This is an optimization exercise on Yosys and OpenROAD, whose aim is small area, not a production implementation.
Function was checked by simulation only, so behaviour that the tests miss may differ from the original.
The clock port is modelled as an ideal driver; clocking choices that lean on that would not hold on a real chip.
Power figures rest on the tool's default switching activity, not on a simulated workload.

## simon
module simon(
    input wire clk,
    input wire rst,
    input wire [3:0] btn,
    input wire start,
    input wire difficulty,  
    output reg [3:0] led,
    output reg [11:0] rgb,
    output reg hsync,
    output reg vsync,
    output reg [6:0] score,    
    output reg [3:0] an        
);
clock: 10.0 ns
lec_check: 0
cap_margin: 20
core_margin: 2
core_utilization: 40
cts_buf_list: sky130_fd_sc_hd__clkbuf_8
place_density: 0.6
slew_margin: 20
standard.sh (not shown) runs the stock make flow with config.mk's settings and CLKGATE_MAP_FILE= SYNTH_SCRIPT=/design/flow/synth_recipe.tcl, a recipe that flattens the netlist after the stock synthesis.
==> flow/flow/run.sh <==
#!/bin/bash
# The standard layout, with these changes:
#  - the port buffers are the smallest buffer cell (buf_1);
#  - before repair_design, every combinational cell is set to its
#    smallest-area drive strength (flow/downsize.tcl);
#  - the clock tree is built by flow/clocktree.tcl before CTS (a clkbuf_2
#    root and six clkbuf_8 leaves, one per cluster of 15 flip-flops);
#    CTS then finds nothing left to do and adds no dummy loads.
export BUFFER_PORTS_ARGS="-buffer_cell sky130_fd_sc_hd__buf_1"
export PRE_RESIZE_TCL="$(pwd)/flow/downsize.tcl"
export PRE_CTS_TCL="$(pwd)/flow/clocktree.tcl"
export CTS_ARGS="-sink_clustering_enable -repair_clock_nets -buf_list sky130_fd_sc_hd__clkbuf_8 -dont_use_dummy_load"
bash standard.sh > standard.log 2>&1
Other scripts of this flow, unchanged in this note and not shown: flow/flow/clocktree.tcl, flow/flow/downsize.tcl
Rerun with:
--- a/flow/design.v
+++ b/flow/design.v
@@ -81,28 +81,21 @@
     end
     reg [2:0]  state;
     reg [2:0]  e;
     reg [1:0]  lsrc;
     reg [2:0]  q;
     reg [12:0] cnt;         
     reg [3:0]  btn_prev;
     reg [3:0]  btn_valid;
     reg [1:0]  s0, s1, s2, s3, s4;
-    reg [1:0] cur;
-    always @* begin
-        case (1'b1)
-            (~q[2] & ~q[0]): cur = s0;
-            (q[0] & ~q[1]):  cur = s1;
-            (q[1] & ~q[2]):  cur = s2;
-            (q[2] & q[0]):   cur = s3;
-            default:         cur = s4;
-        endcase
-    end
+    wire [1:0] cur = ({2{~q[2] & ~q[0]}} & s0) | ({2{q[0] & ~q[1]}} & s1) |
+                     ({2{q[1] & ~q[2]}} & s2) | ({2{q[2] & q[0]}} & s3) |
+                     ({2{q[2] & ~q[0]}} & s4);
     wire [3:0] cur_oh = 4'b0001 << cur;
     wire last  = q[2] & ~q[0];                        
     wire final_round = difficulty ? (~e[2] & ~e[0])   
                                   : (e[0] & ~e[1]);   
     wire off_f = cnt[11] | (&cnt[10:6] & (cnt[5] | cnt[4]));
     wire off_s = cnt[12] & (cnt[11] | cnt[10] | (&cnt[9:7] & (|cnt[6:3])));
     wire led_on = ~(difficulty ? off_s : off_f);
     wire step   = difficulty ? (cnt[12] & cnt[10] & cnt[9] & cnt[8] & cnt[6] & cnt[5] & cnt[4])
                              : (cnt[11] & cnt[8] & cnt[7] & cnt[6] & cnt[2]);
@@ -187,29 +180,26 @@
         case (lsrc)
             L_OFF: led = 4'b0000;
             L_SEQ: led = cur_oh;
             L_BTN: led = btn_prev;
             default: led = 4'b1111;
         endcase
     end
     always @* begin
         an = {3'b111, ~ds0};
-        if (ds0) begin
-            case (e)
-                J4: score = 7'b1000000;  
-                J3: score = 7'b1111001;  
-                J2: score = 7'b0100100;  
-                J1: score = 7'b0110000;  
-                J0: score = 7'b0011001;  
-                default: score = 7'b0010010;  
-            endcase
-        end else
-            score = 7'b1111111;
+        score[6] = e[2] & e[1];
+        score[5] = e[0];
+        score[4] = ~e[1] | (e[2] & e[0]);
+        score[3] = (e[2] & e[0]) | ~(e[2] | e[1] | e[0]);
+        score[2] = ~e[2] & e[1];
+        score[1] = e[2] & ~e[1];
+        score[0] = score[3];
+        score = score | {7{~ds0}};
     end
     wire vis = h_vis & v_vis;
     wire l_seq = ~lsrc[1] & lsrc[0];
     wire l_btn = lsrc[1] & ~lsrc[0];
     wire b_oh = (btn_prev == 4'b0001) | (btn_prev == 4'b0010) |
                 (btn_prev == 4'b0100) | (btn_prev == 4'b1000);
     wire si = state[0];
     wire blink = cnt[10];
     wire r_on = (l_seq & (cur[0] ^ cur[1])) | (l_btn & b_oh & (btn_prev[1] | btn_prev[2]));
Final area went up by 0.40%.
Critical path depth went down by 1.
Setup slack stays flat.
Total power went up by 39%.
Wire length went down by 1.6%.

==> static timing again, ports no longer ideal <==
The results above use ideal ports. As a check the final layouts listed here were re-extracted and re-timed, cells and wires unchanged. Step 1 (the two cells are an assumption about what drives the block):
set clk [get_ports {clk}]
set_driving_cell -lib_cell sky130_fd_sc_hd__clkbuf_16 $clk
set_driving_cell -lib_cell sky130_fd_sc_hd__buf_2 [delete_from_list [all_inputs] $clk]
Step 2 adds t to the input delays and takes it off the output delays; t is the mean of the earliest and latest rising clock arrival at the registers after step 1. Input paths then give back, and output paths get back, about the clock's delay inside the block. Slacks: ideal / step 1 / step 2; pairs: ideal / step 1.
run | shift t [ns] | setup slack, ns | worst hold slack (ns)
the first run | 0.517 | 5.307 / 5.281 / 5.798 | 0.367 / 0.367 / 0.367
the second run | 0.540 | 5.305 / 5.280 / 5.821 | 0.371 / 0.371 / 0.371
After both steps every run listed still meets setup and hold.
